This design comes from an exercise in tuning for small area, a short achievable clock period and few clock cycles per item on the open sky130 flow, not from production work. Where RTL was checked, it was by simulation tests only, not by an equivalence proof against the original.

==> inputs of run C <==
Design Exp, start of the top module:
module Exp(
    input clk,
    input rst,
    input [31:0] x,
    input [31:0] n,
    output [31:0] res,
    output done
);
    reg [31:0] b, r, m;
    wire [31:0] bq = {b[31:2], 1'b0, b[0]};
    wire [31:0] sq_in = rst ? x : bq;
    wire [31:0] sq, pr;
    sq32 u_sq (.a(sq_in), .y(sq));
    wire [31:0] bm = m[0] ? bq : 32'd1;
    mul32 u_mul (.a(r), .b(bm), .y(pr));
    assign res = r;
    assign done = ~|m;
    always @(posedge clk) begin
        b <= sq;
        if (rst) begin
            r <= n[0] ? x : 32'd1;
            m <= n >> 1;
        end else begin
            r <= pr;
            m <= m >> 1;
        end
    end
endmodule
==> module Exp, before the edit <==
module Exp(
    input clk,
    input rst,
    input [31:0] x,
    input [31:0] n,
    output [31:0] res,
    output done
);
    reg [31:0] b, r, m;
    wire [31:0] bq = {b[31:2], 1'b0, b[0]};
    wire [31:0] sq_in = rst ? x : bq;
    wire [31:0] sq, pr;
    sq32 u_sq (.a(sq_in), .y(sq));
    wire [31:0] bm = m[0] ? bq : 32'd1;
    mul32 u_mul (.a(r), .b(bm), .y(pr));
    assign res = r;
    assign done = ~|m;
    always @(posedge clk) begin
        b <= sq;
        if (rst) begin
            r <= n[0] ? x : 32'd1;
            m <= n >> 1;
        end else begin
            r <= pr;
            m <= m >> 1;
        end
    end
endmodule
clock: 10.0 ns
lec_check: 0
cap_margin: 20
core_margin: 2
core_utilization: 45
place_density: 0.6
setup_slack_margin: 3.5
slew_margin: 20
synth_hierarchical: 1
run.sh (not shown) runs the stock make flow with config.mk's settings and CLKGATE_MAP_FILE= SYNTH_SCRIPT=/design/flow/synth_recipe.tcl, a recipe that flattens the netlist after the stock synthesis.
==> inputs of run D, as changes to run C <==
--- a/flow/design.v
+++ b/flow/design.v
@@ -12,6 +12,5 @@
     wire [31:0] sq, pr;
     sq32 u_sq (.a(sq_in), .y(sq));
-    wire [31:0] bm = m[0] ? bq : 32'd1;
-    mul32 u_mul (.a(r), .b(bm), .y(pr));
+    mul32 u_mul (.a(r), .b(bq), .y(pr));
     assign res = r;
     assign done = ~|m;
@@ -22,5 +21,5 @@
             m <= n >> 1;
         end else begin
-            r <= pr;
+            if (m[0]) r <= pr;
             m <= m >> 1;
         end
Settings changed: SETUP_SLACK_MARGIN 3.5 to 3.
==> comparison <==
Run D produced a clean layout. Run C completed with no timing, DRC or antenna violations. Between run C and run D, the lower synthesized cell count is in run D (gap about 0.9%, measured against run D). Sequential share of layout area: run D is higher than run C (1.6 points). Hold slack is about the same in run D and run C. Between run D and run C, the lower utilization is in run D (gap 1.8 points). Of run D and run C, run C has the higher non-clock buffer count (gap 68). Between run C and run D, the lower setup slack is in run D (gap 0.36 ns).
Testbench counts of run C, summed over its fixed seeds: cycles 6,076, items 384.
No functional check of the RTL was part of run D.

* * *

==> ember <==
Exp, a different RTL version from the one above (not shown whole).
==> flow/design.v (excerpt) <==
module Exp(
    input clk,
    input rst,
    input [31:0] x,
    input [31:0] n,
    output [31:0] res,
    output done
);
    reg [31:0] b, r, m;
    wire [31:0] bq = b;
    wire [31:0] sq, pr;
    sq32 u_sq (.a(b), .y(sq));
    wire [31:0] bm = m[0] ? bq : 32'd1;
    mul32 u_mul (.a(r), .b(bm), .y(pr));
    assign res = r;
    assign done = ~|m;
    always @(posedge clk) begin
        if (rst) begin
            b <= x;
            r <= 32'd1;
            m <= n;
        end else begin
            b <= sq;
            r <= pr;
            m <= m >> 1;
        end
    end
endmodule
clock: 10.0 ns
lec_check: 0
cap_margin: 20
core_margin: 2
core_utilization: 45
place_density: 0.6
setup_slack_margin: 3.5
slew_margin: 20
synth_hierarchical: 1
==> inputs of raven, as changes to ember <==
--- a/flow/config.mk
+++ b/flow/config.mk
@@ -9,6 +9,6 @@
 export CORE_MARGIN = 2
 export CORE_UTILIZATION = 45
 export PLACE_DENSITY = 0.6
-export SETUP_SLACK_MARGIN = 3.5
+export SETUP_SLACK_MARGIN = 4
 export SLEW_MARGIN = 20
 export SYNTH_HIERARCHICAL = 1
==> results.txt <==
quantity                                                                    ember           raven
Result of the run                                                  finished clean  finished clean
Setup Slack @ Placement                                                  2.476 ns        2.459 ns
Met2 WL                                                                  32100 µm        34190 µm
Signal arrival time at the worst endpoint                                 6.49 ns         6.27 ns
Final-stage net count                                                        2926            2995
Met1 global-route usage                                                    0.3640          0.3637
Last weighted congestion value of the routability-driven placer            0.9272          0.9045
Clock buffers and inverters, area share                                   0.01235         0.01217
Met3 track demand over resource in global routing                         0.04559         0.05434
Fraction of the core area covered by cells at the end of the flow          0.5031          0.5337
Fin worst setup slack                                                    3.772 ns        4.080 ns
Function was not checked in any run of this note: the RTL went through the layout flow alone.

* * *

==> v6: inputs <==
Another version of the RTL of Exp (not shown whole).
// Exp
module Exp(
    input clk,
    input rst,
    input [31:0] x,
    input [31:0] n,
    output [31:0] res,
    output done
);
Settings: LEC_CHECK=0, CAP_MARGIN=20, CORE_MARGIN=2, CORE_UTILIZATION=45, PLACE_DENSITY=0.6, SETUP_SLACK_MARGIN=4.6, SLEW_MARGIN=20, SYNTH_HIERARCHICAL=1; clock period 10.0 ns.
standard.sh (not shown) runs the stock make flow with config.mk's settings and CLKGATE_MAP_FILE= SYNTH_SCRIPT=/design/flow/synth_recipe.tcl, a recipe that flattens the netlist after the stock synthesis.
==> flow/flow/run.sh <==
#!/bin/bash
# The standard layout, with plain buffers (instead of the resizer's default
# pick) on the ports.
set -euo pipefail
export BUFFER_PORTS_ARGS="-buffer_cell sky130_fd_sc_hd__buf_1"
bash standard.sh > orfs_make.log 2>&1
==> inputs of v13, as changes to v6 <==
--- a/flow/design.v
+++ b/flow/design.v
@@ -6,38 +6,51 @@
     output [31:0] res,
     output done
 );
     reg [31:0] b, r, m;
     reg [15:0] one, two, neg;
-    wire [31:0] nb, pr;
-    wire [47:0] nenc;
-    sq32 u_sq (.a(b), .x(x), .rst(rst), .e0(n[0]), .e1(m[1]), .nb(nb), .nenc(nenc));
+    wire [31:0] sq, pr;
+    sq32 u_sq (.a(b), .y(sq));
     mul32 u_mul (.a(r), .one(one), .two(two), .neg(neg), .y(pr));
+    function [47:0] booth_enc(input [31:0] v, input e);
+        integer i;
+        reg hi, mid, lo;
+        reg [15:0] o, t, g;
+        begin
+            for (i = 0; i < 16; i = i + 1) begin
+                hi = v[2*i+1];
+                mid = v[2*i];
+                lo = (i == 0) ? 1'b0 : v[2*i-1];
+                o[i] = (mid ^ lo) & e;
+                t[i] = ((hi & ~mid & ~lo) | (~hi & mid & lo)) & e;
+                g[i] = hi & ~(mid & lo) & e;
+            end
+            o[0] = o[0] | ~e;
+            booth_enc = {o, t, g};
+        end
+    endfunction
     assign res = r;
     assign done = ~|m;
     always @(posedge clk) begin
-        b <= nb;
-        {one, two, neg} <= nenc;
         if (rst) begin
+            b <= x;
             r <= 32'd1;
             m <= n;
+            {one, two, neg} <= booth_enc(x, n[0]);
         end else begin
+            b <= sq;
             r <= pr;
             m <= m >> 1;
+            {one, two, neg} <= booth_enc(sq, m[1]);
         end
     end
 endmodule
 module sq32(
     input [31:0] a,
-    input [31:0] x,
-    input rst,
-    input e0,
-    input e1,
-    output [31:0] nb,
-    output [47:0] nenc
+    output [31:0] y
 );
-    wire [31:0] ra, rb, y;
+    wire [31:0] ra, rb;
     wire s1 = ~a[0];
     wire s2 = ~(a[0] & a[1]);
     wire s3 = ~(a[0] & a[2]);
     wire s4 = ~(a[0] & a[3]);
     wire s5 = ~(a[0] & a[4]);
@@ -747,29 +760,10 @@
     assign ra[30] = s646;
     assign rb[30] = s647;
     assign ra[31] = ~(~(s31 ^ s60 ^ s87 ^ s112 ^ s135 ^ s156 ^ s175 ^ s192 ^ s207 ^ s220 ^ s231 ^ s240 ^ s247 ^ s252 ^ s255 ^ s270 ^ s272 ^ s274 ^ s348 ^ s350 ^ s352 ^ s354 ^ s452 ^ s454 ^ s456 ^ s542 ^ s544 ^ s594 ^ s648));
     assign rb[31] = 1'b1;
     assign y = ~(ra + rb + 32'd1);
-    function [47:0] booth_enc(input [31:0] v, input e);
-        integer i;
-        reg hi, mid, lo;
-        reg [15:0] o, t, g;
-        begin
-            for (i = 0; i < 16; i = i + 1) begin
-                hi = v[2*i+1];
-                mid = v[2*i];
-                lo = (i == 0) ? 1'b0 : v[2*i-1];
-                o[i] = (mid ^ lo) & e;
-                t[i] = ((hi & ~mid & ~lo) | (~hi & mid & lo)) & e;
-                g[i] = hi & ~(mid & lo) & e;
-            end
-            o[0] = o[0] | ~e;
-            booth_enc = {o, t, g};
-        end
-    endfunction
-    assign nb = rst ? x : y;
-    assign nenc = rst ? booth_enc(x, e0) : booth_enc(y, e1);
 endmodule
 module mul32(
     input [31:0] a,
     input [15:0] one,
     input [15:0] two,
--- a/flow/config.mk
+++ b/flow/config.mk
@@ -7,8 +7,8 @@
 export LEC_CHECK = 0
 export CAP_MARGIN = 20
 export CORE_MARGIN = 2
 export CORE_UTILIZATION = 45
 export PLACE_DENSITY = 0.6
-export SETUP_SLACK_MARGIN = 4.6
+export SETUP_SLACK_MARGIN = 4.3
 export SLEW_MARGIN = 20
 export SYNTH_HIERARCHICAL = 1
==> comparison <==
- v6 completed without violations. v13 produced a clean layout.
- Worst setup slack: v6 is higher than v13 (110 ps).
- Of v6 and v13, v13 has the higher sequential share of layout area (gap 0.33 points).
- In flip-flop and latch count, v13 and v6 do not differ.
- Register-to-register slack: v6 is better than v13 (110 ps).
- Synthesized cell count: v13 is lower than v6 (about 1.7%).
- Between v13 and v6, the lower clock skew is in v6 (gap 4.4 ps).
- Between v6 and v13, the lower final cell count is in v13 (gap about 2.6%, measured against v13).
- Between v6 and v13, the lower die area is in v13 (gap 0.72%, measured against v13).
==> figures <==
	v6	v13
Status	finished clean	finished clean
CP max stage cell	sky130_fd_sc_hd__fa_1	sky130_fd_sc_hd__dfxtp_1
Die Y-Extent	232 um	231 um
Number of DRC markers in iteration 0	2072	1654
Number of non-clock inverters in the layout	45	40
Critical path launch point	b[0]	r[24]
Upper clock frequency limit	183 MHz	180 MHz
Worst R2R Setup Slack	4540 ps	4430 ps
Vias in the first global route	19.9k	19.8k
Average size of a mapped cell	9.81 um2	9.91 um2
Post-synthesis instance area	23300 um2	23200 um2
Highest net fanout along the worst path	7	9
Testbench counts of v13, summed over its fixed seeds: cycles 6,460, items 384.
No functional check of the RTL was part of v6.

[separate check: timing with driven ports]
No port has a modelled driver above. Below, the same layouts with a new extraction and two added sets of constraints. Step 1 (the two cells are an assumption about what drives the block):
set clk [get_ports {clk}]
set_driving_cell -lib_cell sky130_fd_sc_hd__clkbuf_16 $clk
set_driving_cell -lib_cell sky130_fd_sc_hd__buf_2 [delete_from_list [all_inputs] $clk]
Step 2, shift: input delay + t, output delay - t, t = (earliest + latest rising clock arrival at the registers) / 2. This alone moves slack from input paths to output paths. a / b / c = ideal / step 1 / step 2; a / b = the first two.
| run | t, ns | setup slack, ns | hold slack, ns | slew at the worst register clock pin (ns) |
|---|---|---|---|---|
| run C | 0.399 | 3.474 / 3.248 / 2.849 | 0.487 / 0.487 / 0.487 | 0.07 / 0.07 |
| run D | 0.406 | 3.119 / 3.135 / 2.729 | 0.487 / 0.487 / 0.487 | 0.08 / 0.08 |
| ember | 0.456 | 3.772 / 3.772 / 3.772 | 0.483 / 0.483 / 0.483 | 0.09 / 0.09 |
| raven | 0.465 | 4.080 / 4.080 / 4.080 | 0.481 / 0.481 / 0.481 | 0.10 / 0.10 |
| v6 | 0.524 | 4.537 / 4.537 / 4.537 | 0.482 / 0.482 / 0.482 | 0.07 / 0.07 |
| v13 | 0.516 | 4.430 / 4.430 / 4.430 | 0.493 / 0.493 / 0.493 | 0.08 / 0.08 |
After both steps every run listed still meets setup and hold. The setup slack of run C, which loses most, moves by -0.226 ns with the drivers and by -0.625 ns with both steps.
